Context: an optimization exercise on an open-source flow, tuned for small area and a short achievable clock period. The choices shown serve that exercise and are no tape-out recipe. Only simulation tests tie the RTL to the original design; equivalence was not proved. Power and IR drop assume default switching activity.

==> flow/design.v <==
module mac_unit(
	input  logic        clk,
	input  logic [7:0]  neg, one, two,
	input  logic        four7,
	input  logic [15:0] weight,
	input  logic        load_product,
	input  logic        acc_zero,
	input  logic        add,
	input  logic        fold,
	input  logic        relu,
	output logic        zero,           
	input  logic [3:0]  sel,
	input  logic        valid,
	output logic [15:0] output_feature
);
	logic [31:0] acc, acc_in, addend_s, addend_c, sum, product_s, product_c;
	booth_mul mul(.neg(neg), .one(one), .two(two), .four7(four7), .w(weight),
	              .ps(product_s), .pc(product_c));
	assign acc_in = acc_zero ? '0 : acc;
	add3 adder(.a(acc_in), .b(addend_s), .c(addend_c), .s(sum));
	always_ff @(posedge clk) begin
		if (load_product) begin
			addend_s <= product_s;
			addend_c <= product_c;
		end
		if (add)
			acc <= sum;
		if (fold)
			zero <= relu & sum[31];
	end
	always_comb begin
		case (sel)
			4'd0, 4'd1:              output_feature = acc[31:16];
			4'd2, 4'd3, 4'd6, 4'd15: output_feature = acc[30:15];
			4'd4, 4'd5, 4'd12:       output_feature = acc[29:14];
			4'd13:                   output_feature = acc[25:10];
			4'd14:                   output_feature = acc[27:12];
			default:                 output_feature = acc[28:13];
		endcase
		if (!valid) output_feature = '0;
	end
endmodule
module add3(input logic [31:0] a, input logic [31:0] b, input logic [31:0] c,
            output logic [31:0] s);
	logic [31:0] x, y, p, g;
	logic [32:0] cy;
	always_comb begin
		x = a ^ b ^ c;
		y = {(a[30:0] & b[30:0]) | (a[30:0] & c[30:0]) | (b[30:0] & c[30:0]), 1'b0};
		p = x ^ y;
		g = x & y;
		cy[0] = 1'b0;
		for (int k = 0; k < 32; k += 4) begin
			cy[k+1] = g[k] | (p[k] & cy[k]);
			cy[k+2] = g[k+1] | (p[k+1] & g[k]) | (p[k+1] & p[k] & cy[k]);
			cy[k+3] = g[k+2] | (p[k+2] & g[k+1]) | (p[k+2] & p[k+1] & g[k])
			        | (p[k+2] & p[k+1] & p[k] & cy[k]);
			cy[k+4] = g[k+3] | (p[k+3] & g[k+2]) | (p[k+3] & p[k+2] & g[k+1])
			        | (p[k+3] & p[k+2] & p[k+1] & g[k]) | (p[k+3] & p[k+2] & p[k+1] & p[k] & cy[k]);
		end
		s = p ^ cy[31:0];
	end
endmodule
module booth_mul(input [7:0] neg, input [7:0] one, input [7:0] two, input four7, input [15:0] w, output [31:0] ps, output [31:0] pc);
  wire m1;
  assign m1 = (one[0] & w[0]) | (two[0] & 1'b0);
  wire pp2;
  assign pp2 = ~(m1 ^ neg[0]);
  wire m3;
  assign m3 = (one[0] & w[1]) | (two[0] & w[0]);
  wire pp4;
  assign pp4 = ~(m3 ^ neg[0]);
  wire m5;
  assign m5 = (one[0] & w[2]) | (two[0] & w[1]);
  wire pp6;
  assign pp6 = ~(m5 ^ neg[0]);
  wire m7;
  assign m7 = (one[0] & w[3]) | (two[0] & w[2]);
  wire pp8;
  assign pp8 = ~(m7 ^ neg[0]);
  wire m9;
  assign m9 = (one[0] & w[4]) | (two[0] & w[3]);
  wire pp10;
  assign pp10 = ~(m9 ^ neg[0]);
  wire m11;
  assign m11 = (one[0] & w[5]) | (two[0] & w[4]);
  wire pp12;
  assign pp12 = ~(m11 ^ neg[0]);
  wire m13;
  assign m13 = (one[0] & w[6]) | (two[0] & w[5]);
  wire pp14;
  assign pp14 = ~(m13 ^ neg[0]);
  wire m15;
  assign m15 = (one[0] & w[7]) | (two[0] & w[6]);
  wire pp16;
  assign pp16 = ~(m15 ^ neg[0]);
  wire m17;
  assign m17 = (one[0] & w[8]) | (two[0] & w[7]);
  wire pp18;
  assign pp18 = ~(m17 ^ neg[0]);
  wire m19;
  assign m19 = (one[0] & w[9]) | (two[0] & w[8]);
  wire pp20;
  assign pp20 = ~(m19 ^ neg[0]);
  wire m21;
  assign m21 = (one[0] & w[10]) | (two[0] & w[9]);
  wire pp22;
  assign pp22 = ~(m21 ^ neg[0]);
  wire m23;
  assign m23 = (one[0] & w[11]) | (two[0] & w[10]);
  wire pp24;
  assign pp24 = ~(m23 ^ neg[0]);
  wire m25;
  assign m25 = (one[0] & w[12]) | (two[0] & w[11]);
  wire pp26;
  assign pp26 = ~(m25 ^ neg[0]);
  wire m27;
  assign m27 = (one[0] & w[13]) | (two[0] & w[12]);
  wire pp28;
  assign pp28 = ~(m27 ^ neg[0]);
  wire m29;
  assign m29 = (one[0] & w[14]) | (two[0] & w[13]);
  wire pp30;
  assign pp30 = ~(m29 ^ neg[0]);
  wire m31;
  assign m31 = (one[0] & w[15]) | (two[0] & w[14]);
  wire pp32;
  assign pp32 = ~(m31 ^ neg[0]);
  wire m33;
  assign m33 = (one[0] & w[15]) | (two[0] & w[15]);
  wire ps34;
  assign ps34 = (m33 ^ neg[0]);
  wire n35;
  assign n35 = ~neg[0];
  wire m36;
  assign m36 = (one[1] & w[0]) | (two[1] & 1'b0);
  wire pp37;
  assign pp37 = ~(m36 ^ neg[1]);
  wire m38;
  assign m38 = (one[1] & w[1]) | (two[1] & w[0]);
  wire pp39;
  assign pp39 = ~(m38 ^ neg[1]);
  wire m40;
  assign m40 = (one[1] & w[2]) | (two[1] & w[1]);
  wire pp41;
  assign pp41 = ~(m40 ^ neg[1]);
  wire m42;
  assign m42 = (one[1] & w[3]) | (two[1] & w[2]);
  wire pp43;
  assign pp43 = ~(m42 ^ neg[1]);
  wire m44;
  assign m44 = (one[1] & w[4]) | (two[1] & w[3]);
  wire pp45;
  assign pp45 = ~(m44 ^ neg[1]);
  wire m46;
  assign m46 = (one[1] & w[5]) | (two[1] & w[4]);
  wire pp47;
  assign pp47 = ~(m46 ^ neg[1]);
  wire m48;
  assign m48 = (one[1] & w[6]) | (two[1] & w[5]);
  wire pp49;
  assign pp49 = ~(m48 ^ neg[1]);
  wire m50;
  assign m50 = (one[1] & w[7]) | (two[1] & w[6]);
  wire pp51;
  assign pp51 = ~(m50 ^ neg[1]);
  wire m52;
  assign m52 = (one[1] & w[8]) | (two[1] & w[7]);
  wire pp53;
  assign pp53 = ~(m52 ^ neg[1]);
  wire m54;
  assign m54 = (one[1] & w[9]) | (two[1] & w[8]);
  wire pp55;
  assign pp55 = ~(m54 ^ neg[1]);
  wire m56;
  assign m56 = (one[1] & w[10]) | (two[1] & w[9]);
  wire pp57;
  assign pp57 = ~(m56 ^ neg[1]);
  wire m58;
  assign m58 = (one[1] & w[11]) | (two[1] & w[10]);
  wire pp59;
  assign pp59 = ~(m58 ^ neg[1]);
  wire m60;
  assign m60 = (one[1] & w[12]) | (two[1] & w[11]);
  wire pp61;
  assign pp61 = ~(m60 ^ neg[1]);
  wire m62;
  assign m62 = (one[1] & w[13]) | (two[1] & w[12]);
  wire pp63;
  assign pp63 = ~(m62 ^ neg[1]);
  wire m64;
  assign m64 = (one[1] & w[14]) | (two[1] & w[13]);
  wire pp65;
  assign pp65 = ~(m64 ^ neg[1]);
  wire m66;
  assign m66 = (one[1] & w[15]) | (two[1] & w[14]);
  wire pp67;
  assign pp67 = ~(m66 ^ neg[1]);
  wire m68;
  assign m68 = (one[1] & w[15]) | (two[1] & w[15]);
  wire ps69;
  assign ps69 = (m68 ^ neg[1]);
  wire n70;
  assign n70 = ~neg[1];
  wire m71;
  assign m71 = (one[2] & w[0]) | (two[2] & 1'b0);
  wire pp72;
  assign pp72 = ~(m71 ^ neg[2]);
  wire m73;
  assign m73 = (one[2] & w[1]) | (two[2] & w[0]);
  wire pp74;
  assign pp74 = ~(m73 ^ neg[2]);
  wire m75;
  assign m75 = (one[2] & w[2]) | (two[2] & w[1]);
  wire pp76;
  assign pp76 = ~(m75 ^ neg[2]);
  wire m77;
  assign m77 = (one[2] & w[3]) | (two[2] & w[2]);
  wire pp78;
  assign pp78 = ~(m77 ^ neg[2]);
  wire m79;
  assign m79 = (one[2] & w[4]) | (two[2] & w[3]);
  wire pp80;
  assign pp80 = ~(m79 ^ neg[2]);
  wire m81;
  assign m81 = (one[2] & w[5]) | (two[2] & w[4]);
  wire pp82;
  assign pp82 = ~(m81 ^ neg[2]);
  wire m83;
  assign m83 = (one[2] & w[6]) | (two[2] & w[5]);
  wire pp84;
  assign pp84 = ~(m83 ^ neg[2]);
  wire m85;
  assign m85 = (one[2] & w[7]) | (two[2] & w[6]);
  wire pp86;
  assign pp86 = ~(m85 ^ neg[2]);
  wire m87;
  assign m87 = (one[2] & w[8]) | (two[2] & w[7]);
  wire pp88;
  assign pp88 = ~(m87 ^ neg[2]);
  wire m89;
  assign m89 = (one[2] & w[9]) | (two[2] & w[8]);
  wire pp90;
  assign pp90 = ~(m89 ^ neg[2]);
  wire m91;
  assign m91 = (one[2] & w[10]) | (two[2] & w[9]);
  wire pp92;
  assign pp92 = ~(m91 ^ neg[2]);
  wire m93;
  assign m93 = (one[2] & w[11]) | (two[2] & w[10]);
  wire pp94;
  assign pp94 = ~(m93 ^ neg[2]);
  wire m95;
  assign m95 = (one[2] & w[12]) | (two[2] & w[11]);
  wire pp96;
  assign pp96 = ~(m95 ^ neg[2]);
  wire m97;
  assign m97 = (one[2] & w[13]) | (two[2] & w[12]);
  wire pp98;
  assign pp98 = ~(m97 ^ neg[2]);
  wire m99;
  assign m99 = (one[2] & w[14]) | (two[2] & w[13]);
  wire pp100;
  assign pp100 = ~(m99 ^ neg[2]);
  wire m101;
  assign m101 = (one[2] & w[15]) | (two[2] & w[14]);
  wire pp102;
  assign pp102 = ~(m101 ^ neg[2]);
  wire m103;
  assign m103 = (one[2] & w[15]) | (two[2] & w[15]);
  wire ps104;
  assign ps104 = (m103 ^ neg[2]);
  wire n105;
  assign n105 = ~neg[2];
  wire m106;
  assign m106 = (one[3] & w[0]) | (two[3] & 1'b0);
  wire pp107;
  assign pp107 = ~(m106 ^ neg[3]);
  wire m108;
  assign m108 = (one[3] & w[1]) | (two[3] & w[0]);
  wire pp109;
  assign pp109 = ~(m108 ^ neg[3]);
  wire m110;
  assign m110 = (one[3] & w[2]) | (two[3] & w[1]);
  wire pp111;
  assign pp111 = ~(m110 ^ neg[3]);
  wire m112;
  assign m112 = (one[3] & w[3]) | (two[3] & w[2]);
  wire pp113;
  assign pp113 = ~(m112 ^ neg[3]);
  wire m114;
  assign m114 = (one[3] & w[4]) | (two[3] & w[3]);
  wire pp115;
  assign pp115 = ~(m114 ^ neg[3]);
  wire m116;
  assign m116 = (one[3] & w[5]) | (two[3] & w[4]);
  wire pp117;
  assign pp117 = ~(m116 ^ neg[3]);
  wire m118;
  assign m118 = (one[3] & w[6]) | (two[3] & w[5]);
  wire pp119;
  assign pp119 = ~(m118 ^ neg[3]);
  wire m120;
  assign m120 = (one[3] & w[7]) | (two[3] & w[6]);
  wire pp121;
  assign pp121 = ~(m120 ^ neg[3]);
  wire m122;
  assign m122 = (one[3] & w[8]) | (two[3] & w[7]);
  wire pp123;
  assign pp123 = ~(m122 ^ neg[3]);
  wire m124;
  assign m124 = (one[3] & w[9]) | (two[3] & w[8]);
  wire pp125;
  assign pp125 = ~(m124 ^ neg[3]);
  wire m126;
  assign m126 = (one[3] & w[10]) | (two[3] & w[9]);
  wire pp127;
  assign pp127 = ~(m126 ^ neg[3]);
  wire m128;
  assign m128 = (one[3] & w[11]) | (two[3] & w[10]);
  wire pp129;
  assign pp129 = ~(m128 ^ neg[3]);
  wire m130;
  assign m130 = (one[3] & w[12]) | (two[3] & w[11]);
  wire pp131;
  assign pp131 = ~(m130 ^ neg[3]);
  wire m132;
  assign m132 = (one[3] & w[13]) | (two[3] & w[12]);
  wire pp133;
  assign pp133 = ~(m132 ^ neg[3]);
  wire m134;
  assign m134 = (one[3] & w[14]) | (two[3] & w[13]);
  wire pp135;
  assign pp135 = ~(m134 ^ neg[3]);
  wire m136;
  assign m136 = (one[3] & w[15]) | (two[3] & w[14]);
  wire pp137;
  assign pp137 = ~(m136 ^ neg[3]);
  wire m138;
  assign m138 = (one[3] & w[15]) | (two[3] & w[15]);
  wire ps139;
  assign ps139 = (m138 ^ neg[3]);
  wire n140;
  assign n140 = ~neg[3];
  wire m141;
  assign m141 = (one[4] & w[0]) | (two[4] & 1'b0);
  wire pp142;
  assign pp142 = ~(m141 ^ neg[4]);
  wire m143;
  assign m143 = (one[4] & w[1]) | (two[4] & w[0]);
  wire pp144;
  assign pp144 = ~(m143 ^ neg[4]);
  wire m145;
  assign m145 = (one[4] & w[2]) | (two[4] & w[1]);
  wire pp146;
  assign pp146 = ~(m145 ^ neg[4]);
  wire m147;
  assign m147 = (one[4] & w[3]) | (two[4] & w[2]);
  wire pp148;
  assign pp148 = ~(m147 ^ neg[4]);
  wire m149;
  assign m149 = (one[4] & w[4]) | (two[4] & w[3]);
  wire pp150;
  assign pp150 = ~(m149 ^ neg[4]);
  wire m151;
  assign m151 = (one[4] & w[5]) | (two[4] & w[4]);
  wire pp152;
  assign pp152 = ~(m151 ^ neg[4]);
  wire m153;
  assign m153 = (one[4] & w[6]) | (two[4] & w[5]);
  wire pp154;
  assign pp154 = ~(m153 ^ neg[4]);
  wire m155;
  assign m155 = (one[4] & w[7]) | (two[4] & w[6]);
  wire pp156;
  assign pp156 = ~(m155 ^ neg[4]);
  wire m157;
  assign m157 = (one[4] & w[8]) | (two[4] & w[7]);
  wire pp158;
  assign pp158 = ~(m157 ^ neg[4]);
  wire m159;
  assign m159 = (one[4] & w[9]) | (two[4] & w[8]);
  wire pp160;
  assign pp160 = ~(m159 ^ neg[4]);
  wire m161;
  assign m161 = (one[4] & w[10]) | (two[4] & w[9]);
  wire pp162;
  assign pp162 = ~(m161 ^ neg[4]);
  wire m163;
  assign m163 = (one[4] & w[11]) | (two[4] & w[10]);
  wire pp164;
  assign pp164 = ~(m163 ^ neg[4]);
  wire m165;
  assign m165 = (one[4] & w[12]) | (two[4] & w[11]);
  wire pp166;
  assign pp166 = ~(m165 ^ neg[4]);
  wire m167;
  assign m167 = (one[4] & w[13]) | (two[4] & w[12]);
  wire pp168;
  assign pp168 = ~(m167 ^ neg[4]);
  wire m169;
  assign m169 = (one[4] & w[14]) | (two[4] & w[13]);
  wire pp170;
  assign pp170 = ~(m169 ^ neg[4]);
  wire m171;
  assign m171 = (one[4] & w[15]) | (two[4] & w[14]);
  wire pp172;
  assign pp172 = ~(m171 ^ neg[4]);
  wire m173;
  assign m173 = (one[4] & w[15]) | (two[4] & w[15]);
  wire ps174;
  assign ps174 = (m173 ^ neg[4]);
  wire n175;
  assign n175 = ~neg[4];
  wire m176;
  assign m176 = (one[5] & w[0]) | (two[5] & 1'b0);
  wire pp177;
  assign pp177 = ~(m176 ^ neg[5]);
  wire m178;
  assign m178 = (one[5] & w[1]) | (two[5] & w[0]);
  wire pp179;
  assign pp179 = ~(m178 ^ neg[5]);
  wire m180;
  assign m180 = (one[5] & w[2]) | (two[5] & w[1]);
  wire pp181;
  assign pp181 = ~(m180 ^ neg[5]);
  wire m182;
  assign m182 = (one[5] & w[3]) | (two[5] & w[2]);
  wire pp183;
  assign pp183 = ~(m182 ^ neg[5]);
  wire m184;
  assign m184 = (one[5] & w[4]) | (two[5] & w[3]);
  wire pp185;
  assign pp185 = ~(m184 ^ neg[5]);
  wire m186;
  assign m186 = (one[5] & w[5]) | (two[5] & w[4]);
  wire pp187;
  assign pp187 = ~(m186 ^ neg[5]);
  wire m188;
  assign m188 = (one[5] & w[6]) | (two[5] & w[5]);
  wire pp189;
  assign pp189 = ~(m188 ^ neg[5]);
  wire m190;
  assign m190 = (one[5] & w[7]) | (two[5] & w[6]);
  wire pp191;
  assign pp191 = ~(m190 ^ neg[5]);
  wire m192;
  assign m192 = (one[5] & w[8]) | (two[5] & w[7]);
  wire pp193;
  assign pp193 = ~(m192 ^ neg[5]);
  wire m194;
  assign m194 = (one[5] & w[9]) | (two[5] & w[8]);
  wire pp195;
  assign pp195 = ~(m194 ^ neg[5]);
  wire m196;
  assign m196 = (one[5] & w[10]) | (two[5] & w[9]);
  wire pp197;
  assign pp197 = ~(m196 ^ neg[5]);
  wire m198;
  assign m198 = (one[5] & w[11]) | (two[5] & w[10]);
  wire pp199;
  assign pp199 = ~(m198 ^ neg[5]);
  wire m200;
  assign m200 = (one[5] & w[12]) | (two[5] & w[11]);
  wire pp201;
  assign pp201 = ~(m200 ^ neg[5]);
  wire m202;
  assign m202 = (one[5] & w[13]) | (two[5] & w[12]);
  wire pp203;
  assign pp203 = ~(m202 ^ neg[5]);
  wire m204;
  assign m204 = (one[5] & w[14]) | (two[5] & w[13]);
  wire pp205;
  assign pp205 = ~(m204 ^ neg[5]);
  wire m206;
  assign m206 = (one[5] & w[15]) | (two[5] & w[14]);
  wire pp207;
  assign pp207 = ~(m206 ^ neg[5]);
  wire m208;
  assign m208 = (one[5] & w[15]) | (two[5] & w[15]);
  wire ps209;
  assign ps209 = (m208 ^ neg[5]);
  wire n210;
  assign n210 = ~neg[5];
  wire m211;
  assign m211 = (one[6] & w[0]) | (two[6] & 1'b0);
  wire pp212;
  assign pp212 = ~(m211 ^ neg[6]);
  wire m213;
  assign m213 = (one[6] & w[1]) | (two[6] & w[0]);
  wire pp214;
  assign pp214 = ~(m213 ^ neg[6]);
  wire m215;
  assign m215 = (one[6] & w[2]) | (two[6] & w[1]);
  wire pp216;
  assign pp216 = ~(m215 ^ neg[6]);
  wire m217;
  assign m217 = (one[6] & w[3]) | (two[6] & w[2]);
  wire pp218;
  assign pp218 = ~(m217 ^ neg[6]);
  wire m219;
  assign m219 = (one[6] & w[4]) | (two[6] & w[3]);
  wire pp220;
  assign pp220 = ~(m219 ^ neg[6]);
  wire m221;
  assign m221 = (one[6] & w[5]) | (two[6] & w[4]);
  wire pp222;
  assign pp222 = ~(m221 ^ neg[6]);
  wire m223;
  assign m223 = (one[6] & w[6]) | (two[6] & w[5]);
  wire pp224;
  assign pp224 = ~(m223 ^ neg[6]);
  wire m225;
  assign m225 = (one[6] & w[7]) | (two[6] & w[6]);
  wire pp226;
  assign pp226 = ~(m225 ^ neg[6]);
  wire m227;
  assign m227 = (one[6] & w[8]) | (two[6] & w[7]);
  wire pp228;
  assign pp228 = ~(m227 ^ neg[6]);
  wire m229;
  assign m229 = (one[6] & w[9]) | (two[6] & w[8]);
  wire pp230;
  assign pp230 = ~(m229 ^ neg[6]);
  wire m231;
  assign m231 = (one[6] & w[10]) | (two[6] & w[9]);
  wire pp232;
  assign pp232 = ~(m231 ^ neg[6]);
  wire m233;
  assign m233 = (one[6] & w[11]) | (two[6] & w[10]);
  wire pp234;
  assign pp234 = ~(m233 ^ neg[6]);
  wire m235;
  assign m235 = (one[6] & w[12]) | (two[6] & w[11]);
  wire pp236;
  assign pp236 = ~(m235 ^ neg[6]);
  wire m237;
  assign m237 = (one[6] & w[13]) | (two[6] & w[12]);
  wire pp238;
  assign pp238 = ~(m237 ^ neg[6]);
  wire m239;
  assign m239 = (one[6] & w[14]) | (two[6] & w[13]);
  wire pp240;
  assign pp240 = ~(m239 ^ neg[6]);
  wire m241;
  assign m241 = (one[6] & w[15]) | (two[6] & w[14]);
  wire pp242;
  assign pp242 = ~(m241 ^ neg[6]);
  wire m243;
  assign m243 = (one[6] & w[15]) | (two[6] & w[15]);
  wire ps244;
  assign ps244 = (m243 ^ neg[6]);
  wire n245;
  assign n245 = ~neg[6];
  wire m246;
  assign m246 = (one[7] & w[0]) | (two[7] & 1'b0) | (four7 & 1'b0);
  wire pp247;
  assign pp247 = ~(m246 ^ neg[7]);
  wire m248;
  assign m248 = (one[7] & w[1]) | (two[7] & w[0]) | (four7 & 1'b0);
  wire pp249;
  assign pp249 = ~(m248 ^ neg[7]);
  wire m250;
  assign m250 = (one[7] & w[2]) | (two[7] & w[1]) | (four7 & w[0]);
  wire pp251;
  assign pp251 = ~(m250 ^ neg[7]);
  wire m252;
  assign m252 = (one[7] & w[3]) | (two[7] & w[2]) | (four7 & w[1]);
  wire pp253;
  assign pp253 = ~(m252 ^ neg[7]);
  wire m254;
  assign m254 = (one[7] & w[4]) | (two[7] & w[3]) | (four7 & w[2]);
  wire pp255;
  assign pp255 = ~(m254 ^ neg[7]);
  wire m256;
  assign m256 = (one[7] & w[5]) | (two[7] & w[4]) | (four7 & w[3]);
  wire pp257;
  assign pp257 = ~(m256 ^ neg[7]);
  wire m258;
  assign m258 = (one[7] & w[6]) | (two[7] & w[5]) | (four7 & w[4]);
  wire pp259;
  assign pp259 = ~(m258 ^ neg[7]);
  wire m260;
  assign m260 = (one[7] & w[7]) | (two[7] & w[6]) | (four7 & w[5]);
  wire pp261;
  assign pp261 = ~(m260 ^ neg[7]);
  wire m262;
  assign m262 = (one[7] & w[8]) | (two[7] & w[7]) | (four7 & w[6]);
  wire pp263;
  assign pp263 = ~(m262 ^ neg[7]);
  wire m264;
  assign m264 = (one[7] & w[9]) | (two[7] & w[8]) | (four7 & w[7]);
  wire pp265;
  assign pp265 = ~(m264 ^ neg[7]);
  wire m266;
  assign m266 = (one[7] & w[10]) | (two[7] & w[9]) | (four7 & w[8]);
  wire pp267;
  assign pp267 = ~(m266 ^ neg[7]);
  wire m268;
  assign m268 = (one[7] & w[11]) | (two[7] & w[10]) | (four7 & w[9]);
  wire pp269;
  assign pp269 = ~(m268 ^ neg[7]);
  wire m270;
  assign m270 = (one[7] & w[12]) | (two[7] & w[11]) | (four7 & w[10]);
  wire pp271;
  assign pp271 = ~(m270 ^ neg[7]);
  wire m272;
  assign m272 = (one[7] & w[13]) | (two[7] & w[12]) | (four7 & w[11]);
  wire pp273;
  assign pp273 = ~(m272 ^ neg[7]);
  wire m274;
  assign m274 = (one[7] & w[14]) | (two[7] & w[13]) | (four7 & w[12]);
  wire pp275;
  assign pp275 = ~(m274 ^ neg[7]);
  wire m276;
  assign m276 = (one[7] & w[15]) | (two[7] & w[14]) | (four7 & w[13]);
  wire pp277;
  assign pp277 = ~(m276 ^ neg[7]);
  wire m278;
  assign m278 = (one[7] & w[15]) | (two[7] & w[15]) | (four7 & w[14]);
  wire pp279;
  assign pp279 = ~(m278 ^ neg[7]);
  wire m280;
  assign m280 = (one[7] & w[15]) | (two[7] & w[15]) | (four7 & w[15]);
  wire pp281;
  assign pp281 = ~(m280 ^ neg[7]);
  wire n282;
  assign n282 = ~neg[7];
  wire s283;
  wire c284;
  assign s283 = ~(pp22 ^ pp53);
  assign c284 = pp22 | pp53;
  wire s285;
  wire c286;
  assign s285 = ~(pp24 ^ pp55);
  assign c286 = pp24 | pp55;
  wire s287;
  wire c288;
  assign {c288, s287} = pp26 + pp57 + pp88;
  wire s289;
  wire c290;
  assign s289 = ~(pp119 ^ pp150);
  assign c290 = pp119 | pp150;
  wire s291;
  wire c292;
  assign {c292, s291} = pp28 + pp59 + pp90;
  wire s293;
  wire c294;
  assign s293 = ~(pp121 ^ pp152);
  assign c294 = pp121 | pp152;
  wire s295;
  wire c296;
  assign {c296, s295} = pp30 + pp61 + pp92;
  wire s297;
  wire c298;
  assign {c298, s297} = pp123 + pp154 + pp185;
  wire s299;
  wire c300;
  assign s299 = ~(pp216 ^ pp247);
  assign c300 = pp216 | pp247;
  wire s301;
  wire c302;
  assign {c302, s301} = pp32 + pp63 + pp94;
  wire s303;
  wire c304;
  assign {c304, s303} = pp125 + pp156 + pp187;
  wire s305;
  wire c306;
  assign s305 = ~(pp218 ^ pp249);
  assign c306 = pp218 | pp249;
  wire s307;
  wire c308;
  assign {c308, s307} = ps34 + pp65 + pp96;
  wire s309;
  wire c310;
  assign {c310, s309} = pp127 + pp158 + pp189;
  wire s311;
  wire c312;
  assign {c312, s311} = pp220 + pp251 + 1'b0;
  wire s313;
  wire c314;
  assign {c314, s313} = pp67 + pp98 + pp129;
  wire s315;
  wire c316;
  assign {c316, s315} = pp160 + pp191 + pp222;
  wire s317;
  wire c318;
  assign s317 = ~(pp253 ^ 1'b0);
  assign c318 = pp253 | 1'b0;
  wire s319;
  wire c320;
  assign {c320, s319} = ps69 + pp100 + pp131;
  wire s321;
  wire c322;
  assign {c322, s321} = pp162 + pp193 + pp224;
  wire s323;
  wire c324;
  assign {c324, s323} = pp102 + pp133 + pp164;
  wire s325;
  wire c326;
  assign s325 = ~(pp195 ^ pp226);
  assign c326 = pp195 | pp226;
  wire s327;
  wire c328;
  assign {c328, s327} = ps104 + pp135 + pp166;
  wire s329;
  wire c330;
  assign s329 = ~(pp137 ^ pp168);
  assign c330 = pp137 | pp168;
  wire s331;
  wire c332;
  assign s331 = ~(pp14 ^ pp45);
  assign c332 = pp14 | pp45;
  wire s333;
  wire c334;
  assign s333 = ~(pp16 ^ pp47);
  assign c334 = pp16 | pp47;
  wire s335;
  wire c336;
  assign {c336, s335} = pp18 + pp49 + pp80;
  wire s337;
  wire c338;
  assign s337 = ~(pp111 ^ pp142);
  assign c338 = pp111 | pp142;
  wire s339;
  wire c340;
  assign {c340, s339} = pp20 + pp51 + pp82;
  wire s341;
  wire c342;
  assign s341 = ~(pp113 ^ pp144);
  assign c342 = pp113 | pp144;
  wire s343;
  wire c344;
  assign {c344, s343} = s283 + pp84 + pp115;
  wire s345;
  wire c346;
  assign {c346, s345} = pp146 + pp177 + n210;
  wire s347;
  wire c348;
  assign {c348, s347} = c284 + s285 + pp86;
  wire s349;
  wire c350;
  assign {c350, s349} = pp117 + pp148 + pp179;
  wire s351;
  wire c352;
  assign {c352, s351} = c286 + s287 + s289;
  wire s353;
  wire c354;
  assign {c354, s353} = pp181 + pp212 + n245;
  wire s355;
  wire c356;
  assign {c356, s355} = c288 + c290 + s291;
  wire s357;
  wire c358;
  assign {c358, s357} = s293 + pp183 + pp214;
  wire s359;
  wire c360;
  assign {c360, s359} = c292 + c294 + s295;
  wire s361;
  wire c362;
  assign {c362, s361} = s297 + s299 + n282;
  wire s363;
  wire c364;
  assign {c364, s363} = c296 + c298 + c300;
  wire s365;
  wire c366;
  assign {c366, s365} = s301 + s303 + s305;
  wire s367;
  wire c368;
  assign {c368, s367} = c302 + c304 + c306;
  wire s369;
  wire c370;
  assign {c370, s369} = s307 + s309 + s311;
  wire s371;
  wire c372;
  assign {c372, s371} = c308 + c310 + c312;
  wire s373;
  wire c374;
  assign {c374, s373} = s313 + s315 + s317;
  wire s375;
  wire c376;
  assign {c376, s375} = c314 + c316 + c318;
  wire s377;
  wire c378;
  assign {c378, s377} = s319 + s321 + pp255;
  wire s379;
  wire c380;
  assign {c380, s379} = c320 + c322 + s323;
  wire s381;
  wire c382;
  assign {c382, s381} = s325 + pp257 + 1'b0;
  wire s383;
  wire c384;
  assign {c384, s383} = c324 + c326 + s327;
  wire s385;
  wire c386;
  assign {c386, s385} = pp197 + pp228 + pp259;
  wire s387;
  wire c388;
  assign {c388, s387} = c328 + s329 + pp199;
  wire s389;
  wire c390;
  assign {c390, s389} = pp230 + pp261 + 1'b0;
  wire s391;
  wire c392;
  assign {c392, s391} = c330 + ps139 + pp170;
  wire s393;
  wire c394;
  assign {c394, s393} = pp201 + pp232 + pp263;
  wire s395;
  wire c396;
  assign {c396, s395} = pp172 + pp203 + pp234;
  wire s397;
  wire c398;
  assign s397 = ~(pp265 ^ 1'b0);
  assign c398 = pp265 | 1'b0;
  wire s399;
  wire c400;
  assign {c400, s399} = ps174 + pp205 + pp236;
  wire s401;
  wire c402;
  assign s401 = ~(pp207 ^ pp238);
  assign c402 = pp207 | pp238;
  wire s403;
  wire c404;
  assign s403 = ~(pp10 ^ pp41);
  assign c404 = pp10 | pp41;
  wire s405;
  wire c406;
  assign s405 = ~(pp12 ^ pp43);
  assign c406 = pp12 | pp43;
  wire s407;
  wire c408;
  assign {c408, s407} = s331 + pp76 + pp107;
  wire s409;
  wire c410;
  assign {c410, s409} = c332 + s333 + pp78;
  wire s411;
  wire c412;
  assign {c412, s411} = c334 + s335 + s337;
  wire s413;
  wire c414;
  assign {c414, s413} = c336 + c338 + s339;
  wire s415;
  wire c416;
  assign {c416, s415} = c340 + c342 + s343;
  wire s417;
  wire c418;
  assign {c418, s417} = c344 + c346 + s347;
  wire s419;
  wire c420;
  assign {c420, s419} = c348 + c350 + s351;
  wire s421;
  wire c422;
  assign {c422, s421} = c352 + c354 + s355;
  wire s423;
  wire c424;
  assign {c424, s423} = c356 + c358 + s359;
  wire s425;
  wire c426;
  assign {c426, s425} = c360 + c362 + s363;
  wire s427;
  wire c428;
  assign {c428, s427} = c364 + c366 + s367;
  wire s429;
  wire c430;
  assign {c430, s429} = c368 + c370 + s371;
  wire s431;
  wire c432;
  assign {c432, s431} = c372 + c374 + s375;
  wire s433;
  wire c434;
  assign {c434, s433} = c376 + c378 + s379;
  wire s435;
  wire c436;
  assign {c436, s435} = c380 + c382 + s383;
  wire s437;
  wire c438;
  assign {c438, s437} = c384 + c386 + s387;
  wire s439;
  wire c440;
  assign {c440, s439} = c388 + c390 + s391;
  wire s441;
  wire c442;
  assign {c442, s441} = c392 + c394 + s395;
  wire s443;
  wire c444;
  assign {c444, s443} = c396 + c398 + s399;
  wire s445;
  wire c446;
  assign {c446, s445} = c400 + s401 + pp269;
  wire s447;
  wire c448;
  assign {c448, s447} = c402 + ps209 + pp240;
  wire s449;
  wire c450;
  assign s449 = ~(pp242 ^ pp273);
  assign c450 = pp242 | pp273;
  wire s451;
  wire c452;
  assign s451 = ~(pp6 ^ pp37);
  assign c452 = pp6 | pp37;
  wire s453;
  wire c454;
  assign s453 = ~(pp8 ^ pp39);
  assign c454 = pp8 | pp39;
  wire s455;
  wire c456;
  assign {c456, s455} = s403 + pp72 + n105;
  wire s457;
  wire c458;
  assign {c458, s457} = c404 + s405 + pp74;
  wire s459;
  wire c460;
  assign {c460, s459} = c406 + s407 + n140;
  wire s461;
  wire c462;
  assign {c462, s461} = c408 + s409 + pp109;
  wire s463;
  wire c464;
  assign {c464, s463} = c410 + s411 + n175;
  wire s465;
  wire c466;
  assign {c466, s465} = c412 + s413 + s341;
  wire s467;
  wire c468;
  assign {c468, s467} = c414 + s415 + s345;
  wire s469;
  wire c470;
  assign {c470, s469} = c416 + s417 + s349;
  wire s471;
  wire c472;
  assign {c472, s471} = c418 + s419 + s353;
  wire s473;
  wire c474;
  assign {c474, s473} = c420 + s421 + s357;
  wire s475;
  wire c476;
  assign {c476, s475} = c422 + s423 + s361;
  wire s477;
  wire c478;
  assign {c478, s477} = c424 + s425 + s365;
  wire s479;
  wire c480;
  assign {c480, s479} = c426 + s427 + s369;
  wire s481;
  wire c482;
  assign {c482, s481} = c428 + s429 + s373;
  wire s483;
  wire c484;
  assign {c484, s483} = c430 + s431 + s377;
  wire s485;
  wire c486;
  assign {c486, s485} = c432 + s433 + s381;
  wire s487;
  wire c488;
  assign {c488, s487} = c434 + s435 + s385;
  wire s489;
  wire c490;
  assign {c490, s489} = c436 + s437 + s389;
  wire s491;
  wire c492;
  assign {c492, s491} = c438 + s439 + s393;
  wire s493;
  wire c494;
  assign {c494, s493} = c440 + s441 + s397;
  wire s495;
  wire c496;
  assign {c496, s495} = c442 + s443 + pp267;
  wire s497;
  wire c498;
  assign {c498, s497} = c444 + s445 + 1'b0;
  wire s499;
  wire c500;
  assign {c500, s499} = c446 + s447 + pp271;
  wire s501;
  wire c502;
  assign {c502, s501} = c448 + s449 + 1'b0;
  wire s503;
  wire c504;
  assign {c504, s503} = c450 + ps244 + pp275;
  wire s505;
  wire c506;
  assign s505 = ~(pp277 ^ 1'b0);
  assign c506 = pp277 | 1'b0;
  wire s507;
  wire c508;
  assign s507 = ~(pp279 ^ 1'b0);
  assign c508 = pp279 | 1'b0;
  wire s509;
  wire c510;
  assign s509 = ~(pp281 ^ 1'b0);
  assign c510 = pp281 | 1'b0;
  assign ps = {~c508, ~c506, ~c504, ~c502, ~c500, ~c498, ~c496, ~c494, ~c492, ~c490, ~c488, ~c486, ~c484, ~c482, ~c480, ~c478, ~c476, ~c474, ~c472, ~c470, ~c468, ~c466, ~c464, ~c462, ~c460, ~c458, ~c456, ~c454, ~c452, ~s451, ~pp4, ~pp2};
  assign pc = {~s509, ~s507, ~s505, ~s503, ~s501, ~s499, ~s497, ~s495, ~s493, ~s491, ~s489, ~s487, ~s485, ~s483, ~s481, ~s479, ~s477, ~s475, ~s473, ~s471, ~s469, ~s467, ~s465, ~s463, ~s461, ~s459, ~s457, ~s455, ~s453, ~n70, ~1'b1, ~n35};
endmodule
module pe_array #(parameter NPE = 4)(
	input  logic              clk,
	input  logic              rst_n_pe,
	input  logic              weight_valid,
	input  logic              feature_valid,
	input  logic [15:0]       feature_in,      
	input  logic [NPE*16-1:0] weight_in,       
	input  logic [3:0]        conv_num,
	input  logic              capture,         
	output logic [NPE*16-1:0] output_feature,  
	input  logic              relu_en,
	input  logic              partial_en
);
	localparam logic [1:0] IDLE = 2'd0, BIAS = 2'd1, FOLD = 2'd2, OUT = 2'd3;
	logic [1:0] state;
	logic [3:0] conv_prev, conv_cap;
	logic       relu_prev, keep_prev;
	logic       acc_zero, have;
	logic       mac_step, bias_step, bias_load, load_product, add, fold;
	logic [NPE-1:0] zero, valid_cap;
	logic [7:0] neg, one, two;
	logic       four7;
	logic [7:0] f_neg, f_one, f_two, b_one, b_two;
	logic       b_four7, keep;
	logic [NPE*16-1:0] weight;
	assign mac_step     = (state == IDLE) & feature_valid & weight_valid;
	assign bias_step    = (state == IDLE) & ~feature_valid & weight_valid;
	assign bias_load    = bias_step & rst_n_pe;
	assign load_product = mac_step | (state == BIAS && !keep_prev);
	assign add          = (mac_step | bias_step) & have;
	assign fold         = (state == FOLD) & have;
	booth_enc enc(.f(feature_in), .neg(f_neg), .one(f_one), .two(f_two));
	always_comb begin
		logic [4:0] sh;
		logic       zero_bias;
		keep = 1'b0;
		zero_bias = 1'b0;
		sh = 5'd0;
		if (partial_en) begin
			case (conv_num)
				4'd0, 4'd1:                     sh = 5'd16;
				4'd2, 4'd3, 4'd6:               sh = 5'd15;
				4'd4, 4'd5, 4'd12:              sh = 5'd14;
				4'd7, 4'd8, 4'd9, 4'd10, 4'd11: sh = 5'd13;
				default:                        keep = 1'b1;
			endcase
		end else begin
			case (conv_num)
				4'd0, 4'd12:                    sh = 5'd9;
				4'd1:                           sh = 5'd6;
				4'd2, 4'd10:                    sh = 5'd3;
				4'd3, 4'd9:                     sh = 5'd2;
				4'd4, 4'd5, 4'd6, 4'd8:         sh = 5'd1;
				4'd7:                           zero_bias = 1'b1;
				4'd11:                          sh = 5'd4;
				default:                        sh = 5'd0;
			endcase
		end
		for (int j = 0; j < 8; j++) begin
			b_one[j] = ~zero_bias & ~keep & (sh == 5'(2 * j));
			b_two[j] = ~zero_bias & ~keep & (sh == 5'(2 * j + 1));
		end
		b_four7 = ~keep & (sh == 5'd16);
	end
	always_ff @(posedge clk) begin
		conv_prev <= conv_num;
		relu_prev <= relu_en;
		keep_prev <= keep;
		if (capture) begin
			conv_cap  <= conv_prev;
			valid_cap <= {NPE{state == OUT && !acc_zero}} & ~zero;
		end
		if (bias_load) begin
			neg <= '0; one <= b_one; two <= b_two; four7 <= b_four7;
		end else begin
			neg <= f_neg; one <= f_one; two <= f_two; four7 <= 1'b0;
			weight <= weight_in;
		end
		if (!rst_n_pe) begin
			state    <= IDLE;
			acc_zero <= 1'b1;
			have     <= 1'b0;
		end else begin
			case (state)
				IDLE: if (bias_step) state <= BIAS;
				BIAS: state <= FOLD;
				default: state <= OUT;
			endcase
			if (load_product) have <= 1'b1;
			if (add || fold) acc_zero <= 1'b0;
		end
	end
	for (genvar i = 0; i < NPE; i++) begin : mac
		mac_unit u(
			.clk(clk),
			.neg(neg), .one(one), .two(two), .four7(four7),
			.weight(weight[i*16 +: 16]),
			.load_product(load_product),
			.acc_zero(acc_zero),
			.add(add | fold),
			.fold(state == FOLD),
			.relu(relu_prev & have),
			.zero(zero[i]),
			.sel(conv_cap),
			.valid(valid_cap[i]),
			.output_feature(output_feature[i*16 +: 16])
		);
	end
endmodule
module booth_enc(input logic [15:0] f, output logic [7:0] neg, output logic [7:0] one,
                 output logic [7:0] two);
	logic [16:0] fx;
	assign fx = {f, 1'b0};
	always_comb
		for (int j = 0; j < 8; j++) begin
			neg[j] = fx[2*j+2] & ~(fx[2*j+1] & fx[2*j]);
			one[j] = fx[2*j+1] ^ fx[2*j];
			two[j] = (fx[2*j+2] & ~fx[2*j+1] & ~fx[2*j]) | (~fx[2*j+2] & fx[2*j+1] & fx[2*j]);
		end
endmodule
module onchip_read_master_weight #(parameter NPE = 4)(
	input  logic        clk,
	input  logic        rst_n,
	output logic [16:0] addr_read,
	output logic [NPE*2-1:0] byteenable,
	output logic        read,
	input  logic        wait_request,
	input  logic        readdatavalid,
	output logic        chipselect,
	input  logic [16:0] addr_read_input,
	input  logic        read_en_input,
	output logic        data_valid,
	output logic        readdatavalid_out
);
	logic state;         
	logic read_en_reg;
	logic xfer;
	assign byteenable = {(NPE*2){1'b1}};
	assign readdatavalid_out = readdatavalid;
	assign xfer = readdatavalid & ~wait_request;
	always_ff @(posedge clk) begin
		if (rst_n) addr_read <= addr_read_input;
	end
	always_ff @(posedge clk) begin
		if (!rst_n) begin
			state       <= 1'b0;
			data_valid  <= 1'b0;
			read        <= 1'b0;
			chipselect  <= 1'b0;
			read_en_reg <= 1'b0;
		end else begin
			read_en_reg <= read_en_input;
			data_valid  <= state & xfer;
			chipselect  <= read_en_reg & (~state | xfer);
			if (!state && read_en_reg) read <= 1'b1;
			if (!state) state <= read_en_reg;
			else if (xfer && !read_en_reg) state <= 1'b0;
		end
	end
endmodule
module onchip_read_master_input(
	input  logic        clk,
	input  logic        rst_n,
	output logic [16:0] addr_read,
	output logic [1:0]  byteenable,
	output logic        read,
	input  logic        wait_request,
	input  logic        readdatavalid,
	output logic        chipselect,
	input  logic [16:0] addr_read_input,
	input  logic        read_en_input,
	output logic        data_valid,
	output logic        readdatavalid_out
);
	logic state;         
	logic read_en_reg;
	logic xfer;
	assign byteenable = 2'b11;
	assign readdatavalid_out = readdatavalid;
	assign xfer = readdatavalid & ~wait_request;
	always_ff @(posedge clk) begin
		if (rst_n) addr_read <= addr_read_input;
	end
	always_ff @(posedge clk) begin
		if (!rst_n) begin
			state       <= 1'b0;
			data_valid  <= 1'b0;
			read        <= 1'b0;
			chipselect  <= 1'b0;
			read_en_reg <= 1'b0;
		end else begin
			read_en_reg <= read_en_input;
			data_valid  <= state & xfer;
			chipselect  <= read_en_reg & (~state | xfer);
			if (!state && read_en_reg) read <= 1'b1;
			if (!state) state <= read_en_reg;
			else if (xfer && !read_en_reg) state <= 1'b0;
		end
	end
endmodule
module p1024_to_s16 #(parameter NPE = 4)(
	input  logic              clk,
	input  logic              rst_n,
	input  logic [NPE*16-1:0] datain_pe,
	input  logic              input_en_control,
	output logic              capture,
	input  logic [14:0]       addr_in_control,
	input  logic              pool_en,
	input  logic              output_en,
	output logic [15:0]       writedata_output,
	output logic [14:0]       address_output,
	output logic              write_output,
	input  logic              waitrequest_output,
	output logic [1:0]        byteenable_output,
	output logic              chipselect
);
	localparam logic [2:0] IDLE = 3'd0, POOL_INIT = 3'd1, POOL = 3'd2, OUT0 = 3'd3;
	localparam logic [2:0] OUTN = OUT0 + NPE;
	logic [2:0]  state;
	logic [NPE*16-1:0] buffer_out_n;    
	logic [14:0] address_output_in;
	assign byteenable_output = 2'b11;
	assign write_output = 1'b1;
	assign chipselect = 1'b0;
	assign capture = (state == IDLE) & input_en_control;
	function automatic logic greater(input logic [15:0] x, input logic [15:0] y);
		logic [15:0] a, b, g, e;
		a = {~x[15], x[14:0]};
		b = {~y[15], y[14:0]};
		g = a & ~b;
		e = ~(a ^ b);
		for (int w = 1; w < 16; w = w * 2)
			for (int i = 0; i < 16; i += 2 * w) begin
				g[i] = g[i + w] | (e[i + w] & g[i]);
				e[i] = e[i + w] & e[i];
			end
		greater = g[0];
	endfunction
	always_ff @(posedge clk) begin
		if (capture)
			address_output_in <= addr_in_control;
		else if (state >= OUT0 && state != OUTN && output_en && !waitrequest_output)
			address_output_in <= address_output_in + 15'd2;
	end
	always_ff @(posedge clk) begin
		if (!rst_n) begin
			state <= IDLE;
			buffer_out_n <= '1;
			address_output <= '0;
			writedata_output <= '0;
		end else begin
			case (state)
				IDLE: if (input_en_control) state <= POOL_INIT;
				POOL_INIT: state <= POOL;
				POOL: begin
					for (int k = 0; k < NPE; k++)
						if (!pool_en || greater(datain_pe[k*16 +: 16], ~buffer_out_n[k*16 +: 16]))
							buffer_out_n[k*16 +: 16] <= ~datain_pe[k*16 +: 16];
					state <= OUT0;
				end
				default: begin
					if (!output_en)
						state <= IDLE;
					else if (!waitrequest_output) begin
						if (state == OUTN)
							state <= IDLE;
						else begin
							address_output   <= address_output_in;
							writedata_output <= ~buffer_out_n[15:0];
							buffer_out_n     <= {16'hffff, buffer_out_n[NPE*16-1:16]};
							state            <= state + 3'd1;
						end
					end
				end
			endcase
		end
	end
endmodule
module pe_array_top #(parameter NPE = 4)
                   (input logic clk,
                    input logic rst_n,
                    input logic rst_n_pe,
                    input logic [3:0] conv_num,
                    input logic partial_en_control,
                    input logic [NPE*16-1:0]data_readw_weight,
                    input logic [15:0]data_readi_input,
                    output logic [15:0]data_write_output,
                    output logic [16:0]addr_readi_input,
                    output logic [16:0]addr_readw_weight,
                    output logic [14:0]addr_write_output,
                    output logic [1:0]byteenable_readi_input,
                    output logic [NPE*2-1:0]byteenable_readw_weight,
		            output logic [1:0]byteenable_write_output,
                    input logic [16:0]addr_readi_control,
                    input logic [16:0]addr_readw_control,
                    input logic [14:0]addr_write_control,
                    input logic pool_en_control,
                    input logic relu_en_control,
                    input logic output_en_control,
		            input logic waitrequest_output,
		            input logic waitrequest_input,
		            input logic waitrequest_weight,
                    input logic en_write_control,
                    input logic en_readi_control,
                    input logic en_readw_control,
                    input logic readdatavalid_input,
                    input logic readdatavalid_weight,
                    output logic write_output,
                    output logic read_readw_weight,
                    output logic read_readi_input,
                    output logic chipselect_input,
                    output logic chipselect_weight,
                    output logic chipselect_output,
                    output logic readdatavalid_out_input,
                    output logic readdatavalid_out_weight
                    );
logic[NPE*16-1:0]data_write_pe;
logic data_valid_readi_pe;
logic data_valid_readw_pe;
logic capture;
p1024_to_s16 #(.NPE(NPE)) pts(.clk(clk),
			 	.rst_n(rst_n),
				.datain_pe(data_write_pe),
				.input_en_control(en_write_control),
				.capture(capture),
				.addr_in_control(addr_write_control),
				.writedata_output(data_write_output),
				.address_output(addr_write_output),
				.write_output(write_output),
				.waitrequest_output(waitrequest_output),
				.byteenable_output(byteenable_write_output),
				.chipselect(chipselect_output),
				.pool_en(pool_en_control),
				.output_en(output_en_control)
                );
onchip_read_master_weight #(.NPE(NPE)) master_to_weight_bias(.clk(clk),
                                         .addr_read(addr_readw_weight),
                                         .byteenable(byteenable_readw_weight),
                                         .read(read_readw_weight),
					                     .wait_request(waitrequest_weight),
                                         .addr_read_input(addr_readw_control),
                                         .read_en_input(en_readw_control),
                                         .rst_n(rst_n),
                                         .readdatavalid(readdatavalid_weight),
                                         .data_valid(data_valid_readw_pe),
                                         .chipselect(chipselect_weight),
                                         .readdatavalid_out(readdatavalid_out_weight)
                                         );
onchip_read_master_input master_to_input(.clk(clk),
                                   .addr_read(addr_readi_input),
                                   .byteenable(byteenable_readi_input),
                                   .read(read_readi_input),
				   				   .wait_request(waitrequest_input),
                                   .addr_read_input(addr_readi_control),
                                   .read_en_input(en_readi_control),
                                   .rst_n(rst_n),
                                   .readdatavalid(readdatavalid_input),
                                   .data_valid(data_valid_readi_pe),
                                   .chipselect(chipselect_input),
                                   .readdatavalid_out(readdatavalid_out_input)
                                   );
pe_array #(.NPE(NPE)) array(.clk(clk),
               .rst_n_pe(rst_n_pe),
               .feature_valid(data_valid_readi_pe),
	       	   .weight_valid(data_valid_readw_pe),
               .feature_in(data_readi_input),
               .conv_num(conv_num),
               .capture(capture),
               .output_feature(data_write_pe),
               .weight_in(data_readw_weight),
               .relu_en(relu_en_control),
               .partial_en(partial_en_control));
endmodule 
==> flow/flow/run.sh <==
#!/bin/bash
# Standard synthesis unchanged, then the standard layout steps with other settings.
set -eo pipefail
bash standard.sh synth > synth.log 2>&1
bash standard.sh BUFFER_PORTS_ARGS="-buffer_cell sky130_fd_sc_hd__buf_1" SETUP_SLACK_MARGIN=5.8 CTS_ARGS="-sink_clustering_enable -repair_clock_nets -dont_use_dummy_load -buf_list sky130_fd_sc_hd__clkbuf_4 -sink_clustering_size 8 -sink_clustering_max_diameter 40" finish > layout.log 2>&1
==> flow/standard.sh <==
#!/bin/bash
# synth_recipe.tcl (not shown) runs the flow's synth.tcl, then flattens the netlist and writes it again
# the make line also repeats each setting of config.mk as NAME=value (left out here)
make -C /OpenROAD-flow-scripts/flow DESIGN_CONFIG=/design/flow/config.mk WORK_HOME=/design/flow/orfs CLKGATE_MAP_FILE= SYNTH_SCRIPT=/design/flow/synth_recipe.tcl "${@:-finish}"
==> flow/config.mk <==
export PLATFORM = sky130hd
export DESIGN_NAME = pe_array_top
export DESIGN_NICKNAME = pe_array_top
export VERILOG_FILES = /design/flow/design.v
export SDC_FILE = /design/flow/constraint.sdc
export NUM_CORES = 8
export LEC_CHECK = 0
export CAP_MARGIN = 20
export CORE_MARGIN = 2
export CORE_UTILIZATION = 70
export SLEW_MARGIN = 20
==> flow/constraint.sdc <==
create_clock -name core_clock -period 10.0 [get_ports {clk}]
set_input_delay 2.0000 -clock core_clock [delete_from_list [all_inputs] [get_ports {clk}]]
set_output_delay 2.0000 -clock core_clock [all_outputs]
set_load 0.01 [all_outputs]
==> key figures, run 1 <==
STA
  – Worst slew pin tran: between 1 and 1.5 ns
  – Tmin final: approximately 4.2 ns
  – Fin worst setup slack: 5.78 ns
  – RSZ-0062 raised after global routing: yes
  – Slew Limit Fails: 0
  – Final period utilization: a little over two fifths
  – Max-Slew Margin vs Limit: 28.1%
  – Fmax: 237 MHz
  – Setup Skew: 0.227 ns
  – Final Setup Violations: 0
  – Final hold viol count: 0
  – Sum Neg Setup Slack: 0 ns

Critical path
  – Critical-path top delay cell: buf_2
  – Critical path's largest stage delay: 0.13 ns
  – CP arrival: approximately 2.2 ns
  – Crit. End Element: output port
  – Startpoint types: primary input
  – Cell family with most CP delay: buffers and inverters
  – CP Data Required Time: approximately 8.0 ns
  – Worst Path Max Fanout: 2
  – CP cell instances: buf_1, buf_2
  – WS Path Type: in2out
  – WP buf/inv: 2

Global routing
  – Largest net degree at the start of global routing: 94
  – M3 GR Usage: ~10%
  – GRT busiest layer: met2
  – Global Route Usage Sum: between 30% and 40%
  – Met1 Resource Use GR: approximately half
  – Initial antenna violation count: 6
  – Met2 Resource Use GR: 57.3%
  – Vias in the first global route: approximately 40k
  – Global-route wire length before repair: approximately 230000 µm
  – GRT overflow: 0

Power
  – Leakage: around 23 nW
  – Max VDD drop: 0.129 mV
  – Tot Pwr: approximately 12 mW
  – PD cells: 220 mW/mm²

Route
  – Vias per cell: 6.66
  – Routed len/inst: approximately 25 µm
  – Iteration-0 DRC count of the detailed router: between 5k and 6k
  – Antenna-violating nets left: 0
  – DR vias: ~40k
  – Drt pass-1 iters: 14
  – Final wirelength: 147000 µm
  – DRC: 0

Cells and area
  – Share of post-route cells with drive strength above 1: between 6 and 7%
  – Final Cell Area: 0.0555 mm²
  – Layout area overhead: 4.47%
  – Filler-free cell count of the finished design: roughly 6.0k
  – Final nets: 5919
  – Layout fillers: roughly 5.5k
  – Largest registers: array.mac.u.acc (128), array.mac.u.addend_s (128), array.mac.u.addend_c (118)

Place
  – HPWL Detailed: 98400 µm
  – Dpl cell area: 0.0539 mm²
  – Gpl congestion: between 0.8 and 0.9
  – Post-Place Worst Slack: 5.31 ns
  – Placed cells: around 5.8k
  – Port buffer count: approximately 220

Clock network
  – Post-CTS Hold Fix Bufs: 0
  – Worst-Skew Late Latency: around 0.98 ns
  – CTS buffer count: 116
  – # clock sinks: between 600 and 700
  – Clock Tree Buf Depth: 3
  – Root buf cell: clkbuf_4
  – CTS tree: built
  – H-tree levels: 3
  – Clk pin slew, worst setup/hold paths: ~0.090 ns

Synth
  – Synth Flop Type: edfxtp_1
  – Synthesized cell area: 0.0531 mm²
  – Sequential-to-total area share from yosys stat: 33.6%
  – Yosys warning count: 7
  – Top cells by area, synth: edfxtp_1 (28%), fa_1 (18%), a22oi_1 (7.2%), ha_1 (6.9%), xnor2_1 (5.8%)
  – Share of the synthesized area in the top cell type: about 28%
  – Mean Syn Cell Area: 10.6 µm²
  – Count of cell types in the netlist: 79
  – Fraction of registers with async set/reset: 0%
  – Post-synth EDFFs: about 500
  – Number of synthesized register bits: about 640
  – Synth area leader: edfxtp_1
  – Mapped Cells: between 5k and 6k

Hold path
  – Min-Delay Path Class: reg2reg

Run
  – Max-Cap Viols: 0

Floorplan
  – Rows: slightly above 100
  – Die W: between 200 and 300 µm
  – Core ar.: about 0.076 mm²
  – I/O pin count: around 230
  – Die ar.: roughly 0.078 mm²
  – Initial Utilization: a little over two thirds
  – Die Y: ~280 µm

Outcome
  – Status: no timing/DRC/antenna violations
-- what timing repair did --
item | CTS | global route
cloned | 3 | 3
pin swaps | 1 | 10
gates resized for setup | 33 | 58
endpoints found under the setup margin | 107 | 113
endpoints found under the hold margin | 0 | 0
setup buffers | 9 | 17
-- where the power goes --
part | internal, mW | total (mW) | leakage [nW] | switching [mW]
Sequential | 3.80 | 4.23 | 5.84 | 0.434
Clock | 0.523 | 1.45 | 0.534 | 0.924
Combinational | 2.80 | 6.55 | 16.3 | 3.75
-- layout make-up --
type / instances / area (µm²) / area share, %
multi-input cells: 3370 / 31700 / 57.1
inverters: 561 / 2110 / 3.80
diodes: 3 / 7.51 / 0.0135
clock buffers: 116 / 871 / 1.57
flip-flops and latches: 642 / 17900 / 32.3
well taps: 978 / 1220 / 2.21
repair buffers: 303 / 1670 / 3.01
-- worst paths after layout --
path                                              endpoint  slack (ns)                        start  cells after the start
worst min register to register  master_to_input.chipselect        0.45  master_to_input.read_en_reg                      2
worst max register to register      array.mac[2].u.acc[25]        5.83               array.acc_zero                     17
worst max-delay path               readdatavalid_out_input        5.78          readdatavalid_input                      2
worst min-delay path            master_to_input.chipselect        0.45  master_to_input.read_en_reg                      2
-- kinds of logic after synthesis --
| logic type | count (synthesis) | synth area share, % |
|---|---|---|
| AOI/OAI and AO/OA | 1161 | 16.1 |
| xor gates and xnor gates | 655 | 10.8 |
| adders and majority gates | 777 | 25.1 |
| buffers and inverters | 1013 | 7.34 |
| DFF | 642 | 33.6 |
| muxes | 29 | 0.575 |
| other | 2 | 0.0141 |
| and+or+nand+nor | 730 | 6.40 |
-- through the flow --
step	hold slack [ns]	utilization [%]
after global routing	0.493	73.4
after global placement	0.438	71.4
final	0.447	73.4
after floorplan	0.386	-
after detailed placement	0.437	71.4
after CTS	0.449	72.9
-- layout by cell type (no fill, tap or decap), drive strengths merged, types with 11 or more instances in the layout --
cell type / Yosys / layout
a211oi: 14 / 14
nand4: 19 / 19
clkbuf: 362 / 118
nand2: 379 / 379
and3: 11 / 11
dfxtp: 143 / 143
o211ai: 44 / 44
a31oi: 67 / 67
a21boi: 21 / 21
nor3: 13 / 13
xor2: 304 / 304
o21ai: 116 / 116
inv: 561 / 560
a22oi: 508 / 508
nand3: 36 / 36
o2111ai: 15 / 15
mux2i: 17 / 17
a21oi: 105 / 105
edfxtp: 499 / 499
nor2: 94 / 94
and2: 11 / 12
a21o: 54 / 54
a222oi: 117 / 117
conb: 2 / 14
o21a: 18 / 19
buf: 90 / 301
mux2: 12 / 12
xnor2: 351 / 351
fa: 484 / 484
nor2b: 108 / 108
nor3b: 12 / 12
ha: 293 / 293
o211a: 19 / 19
nand2b: 15 / 15
-- synthesized netlist by cell type (17+ instances only) --
master / count
o211a_1: 19
xnor2_1: 351
buf_4: 17
clkbuf_1: 362
o211ai_1: 44
nand3_1: 36
inv_1: 560
nand2_1: 379
a21o_1: 54
mux2i_1: 17
edfxtp_1: 499
ha_1: 293
a222oi_1: 117
nor2b_1: 108
a22oi_1: 508
o21a_1: 18
a21boi_0: 20
o21ai_0: 116
a31oi_1: 66
a21oi_1: 104
fa_1: 484
buf_1: 64
dfxtp_1: 143
nor2_1: 94
xor2_1: 304
nand4_1: 19
-- metal layers --
layer,up-vias,wire length [µm],part of all wire (%)
met5,-,46,0.031
met4,8,6380,4.3
met3,514,19000,13
met2,2623,66000,45
met1,19300,56100,38
li1,17300,-,-
==> inputs of run 2 (changes only) <==
--- a/flow/config.mk
+++ b/flow/config.mk
@@ -5,7 +5,8 @@
 export SDC_FILE = /design/flow/constraint.sdc
 export NUM_CORES = 8
 export LEC_CHECK = 0
+export ABC_AREA = 1
 export CAP_MARGIN = 20
 export CORE_MARGIN = 2
-export CORE_UTILIZATION = 70
+export CORE_UTILIZATION = 55
 export SLEW_MARGIN = 20
==> run 2 against run 1 <==
Net effect:
- still clean on timing, DRC and antenna
- sequential cell count unchanged
- sequential share of layout area decreased by 0.40 points
- clock power rose by 3%
- first-iteration DRC count decreased by 21%
- combinational power grew 3%
- non-clock buffer count down 9
- maximum frequency increased by 0.40%
- highest routed layer unchanged
==> key figures, run 2 <==
Synth
  – Fraction of registers with async set/reset: 0% (unchanged)
  – Mapped Cells: 5550 (+11%)
  – Synthesized cell area: 0.0531 mm² (about the same)
  – Share of the synthesized area in the top cell type: 28.2% (about the same)
  – Synth Flop Type: edfxtp_1
  – Most frequent cells after synthesis: inv_1 (887), nand2_1 (654), xor2_1 (619), o22ai_1 (535), edfxtp_1 (499)
  – Count of cell types in the netlist: 50 (-37%)
  – Sequential-to-total area share from yosys stat: 33.6% (about the same)
  – Top cells by area, synth: edfxtp_1 (28%), fa_1 (18%), xor2_1 (10%), ha_1 (6.9%), o22ai_1 (6.3%)
  – Most frequent cell after synthesis: inv_1
  – Mean Syn Cell Area: 9.57 µm² (-9.8%)
  – Synth area leader: edfxtp_1
  – Post-synth EDFFs: 499 (unchanged)
  – Yosys warning count: 7 (unchanged)
  – Number of synthesized register bits: 642 (unchanged)

Critical path
  – Crit. End Element: output port
  – CP arrival: 2.20 ns (-0.02 ns)
  – CP most frequent cell: buf_6
  – Critical path's largest stage delay: 0.11 ns (-0.02 ns)
  – CP Data Required Time: 8.00 ns (about the same)
  – Startpoint types: primary input
  – Worst Path Max Fanout: 2 (unchanged)
  – Flop2flop setup slack: 5.85 ns (+0.02 ns)
  – CP cell instances: buf_6, buf_6
  – WS Path Type: in2out
  – Critical-path top delay cell: buf_6
  – Cell family with most CP delay: buffers and inverters
  – WP buf/inv: 2 (unchanged)

Hold path
  – Min-Delay Path Class: reg2reg

STA
  – RSZ-0062 raised after global routing: yes
  – Setup Skew: 0.141 ns (-0.0865 ns)
  – Max-Slew Margin vs Limit: 29.3% (+1.2 points)
  – Sum Neg Setup Slack: 0 ns (unchanged)
  – Worst slew pin tran: 1.06 ns (-0.0163 ns)
  – Final period utilization: 42.0% (-0.17 points)
  – Slew Limit Fails: 0 (unchanged)
  – Final hold slack: 0.449 ns (+0.00216 ns)
  – Final hold viol count: 0 (unchanged)
  – Fin worst setup slack: 5.80 ns (+0.0169 ns)
  – Fmax: 238 MHz (+0.40%)
  – Final Setup Violations: 0 (unchanged)
  – Tmin final: 4.20 ns (-0.0169 ns)

Global routing
  – Initial antenna violation count: 4 (-2)
  – Global-route wire length before repair: 243000 µm (+7.2%)
  – Vias in the first global route: 40.8k (+2.4%)
  – GRT overflow: 0 (unchanged)
  – Global Route Usage Sum: 32.4% (-5.3 points)
  – Largest net degree at the start of global routing: 138 (+47%)

Route
  – Final wirelength: 160000 µm (+8.5%)
  – Vias per cell: 5.91 (-11%)
  – DRC: 0 (unchanged)
  – Antenna-violating nets left: 0 (unchanged)
  – DR vias: 40.8k (+2.5%)
  – Iteration-0 DRC count of the detailed router: 4090 (-21%)
  – Drt pass-1 iters: 6 (-8)
  – Routed len/inst: 23.2 µm (-6.0%)

Clock network
  – CTS tree: built
  – H-tree levels: 3 (unchanged)
  – Clock Tree Buf Depth: 3 (unchanged)
  – CTS buffer count: 121 (+4.3%)
  – # clock sinks: 642 (unchanged)
  – Clk pin slew, worst setup/hold paths: 0.08 ns (about the same)
  – Root buf cell: clkbuf_4
  – Worst-Skew Late Latency: 1.07 ns (+0.09 ns)
  – Post-CTS Hold Fix Bufs: 0 (unchanged)

Power
  – Max VDD drop: 0.115 mV (-11%)
  – PD cells: 221 mW/mm² (+0.27%)
  – Leakage: 25.3 nW (+11%)

Floorplan
  – Die Y: 315 µm (+13%)
  – Rows: 113 (+12%)
  – Core ar.: 0.0953 mm² (+26%)
  – Die ar.: 0.0991 mm² (+27%)
  – I/O pin count: 233 (unchanged)
  – Die W: 315 µm (+13%)
  – Initial Utilization: 55.7% (-15 points)

Run
  – Max-Cap Viols: 0 (unchanged)

Cells and area
  – Share of post-route cells with drive strength above 1: 5.60% (-0.69 points)
  – Layout area overhead: 5.56%
  – Most common cell after layout, fill and taps aside: inv_1
  – Largest registers: array.mac.u.acc (128), array.mac.u.addend_s (128), array.mac.u.addend_c (118)
  – Most frequent cells in the layout: inv_1 (879), nand2_1 (640), xor2_1 (619)
  – Final core utilization: 58.8% (-15 points)
  – Final Cell Area: 0.0561 mm² (+1.0%)
  – Final nets: 6551 (+11%)

Outcome
  – Status: no timing/DRC/antenna violations

Place
  – Post-Place Worst Slack: 5.32 ns (+0.00979 ns)
  – Gpl congestion: 0.900 (+1.0%)
  – HPWL Detailed: 112000 µm (+14%)
  – Dpl cell area: 0.0547 mm² (+1.4%)
  – Port buffer count: 218 (unchanged)
-- run 2: cell count changes in the layout (fill, tap and decap cells not counted), moves of 54 or more --
cell and delta:
a222oi_1 -117, a22oi_1 -505, a31oi_1 -57, inv_1 +322, nand2_1 +261, nand3_1 +229
nor2_1 +127, nor2b_1 -106, o221ai_1 +54, o22ai_1 +527, xnor2_1 -323, xor2_1 +315
-- run 2: worst paths after layout --
kind	start	end	depth (start not counted)
hold reg to reg	master_to_weight_bias.state	master_to_weight_bias.chipselect	1
hold / removal	master_to_weight_bias.state	master_to_weight_bias.chipselect	1
setup reg to reg	array.one[5]	array.mac[2].u.addend_c[17]	9
setup / recovery	readdatavalid_weight	readdatavalid_out_weight	2
-- run 2: cell families (layout without fill, tap and decap cells) --
group | Yosys count | in the layout | synth area share (%)
buf+inv | 1275 | 1337 | 9.25
compound gates | 993 | 993 | 11.7
xor+xnor | 647 | 647 | 10.7
flops | 642 | 642 | 33.6
other cells | 2 | 21 | 0.0141
fa+ha+maj | 777 | 777 | 25.1
simple gates | 1214 | 1214 | 9.65
-- run 2: where the power goes --
part	switching [mW]	leakage, nW	internal [mW]
logic	4.09	18.9	2.65
clock network	0.951	0.557	0.544
registers	0.307	5.83	3.85
-- run 2: what timing repair did --
item / CTS / global route
gates cloned: 2 / 1
resized for setup: 30 / 74
endpoints found under the setup margin: 174 / 116
hold endpoints to repair: 0 / 0
setup buffers: 0 / 5
pin swaps: 0 / 5
-- run 2: cell type report --
class | count | area (µm²)
Antenna cell | 7 | 17.5
Clock buffer | 121 | 908
Fill cell | 8514 | 39200
Inverter | 922 | 3510
Multi-Input combinational cell | 3645 | 30600
Sequential cell | 642 | 17900
Tap cell | 1265 | 1580
Timing Repair Buffer | 294 | 1600
-- run 2: per-stage QoR --
stage | instances | power (mW)
floorplan | 5562 | 9.04
global placement | 6760 | 10.6
finish | 6896 | 12.4
global route | 6894 | 13.6
CTS | 6883 | 12.4
detailed placement | 6760 | 10.8
-- run 2: layer usage --
layer / wire, µm / global-route usage [%] / up-vias
met5: 12 / 0 / -
met4: 7260 / 13.1 / 2
met3: 14700 / 6.76 / 508
met2: 72900 / 51.8 / 2081
met1: 65100 / 43.0 / 19700
li1: - / - / 18500

## what the ideal ports hide
The results above use ideal ports. As a check the final layouts listed here were re-extracted and re-timed, cells and wires unchanged.
Step 1 sets driving cells, clkbuf_16 on the clock port and buf_2 on the other inputs (assumed; they add their load-dependent delay and slew).
Step 2 times the ports against the registers' clock, not the clock port: input delays grow and output delays shrink by t, the midpoint of the rising clock arrivals with the driver on.
a / b / c = ideal / step 1 / step 2; a / b = the first two.
run	t (ns)	slack for setup (ns)	worst setup path at the end	clock arrival spread, ns
run 1	0.944	5.779 / 5.756 / 5.756	input to output	0.239 / 0.239
run 2	1.074	5.796 / 5.764 / 5.764	input to output	0.142 / 0.143
After both steps setup and hold are still met in every run listed. For run 2, which loses most, drivers alone change the setup slack by -0.032 ns; drivers and shift together by -0.032 ns.
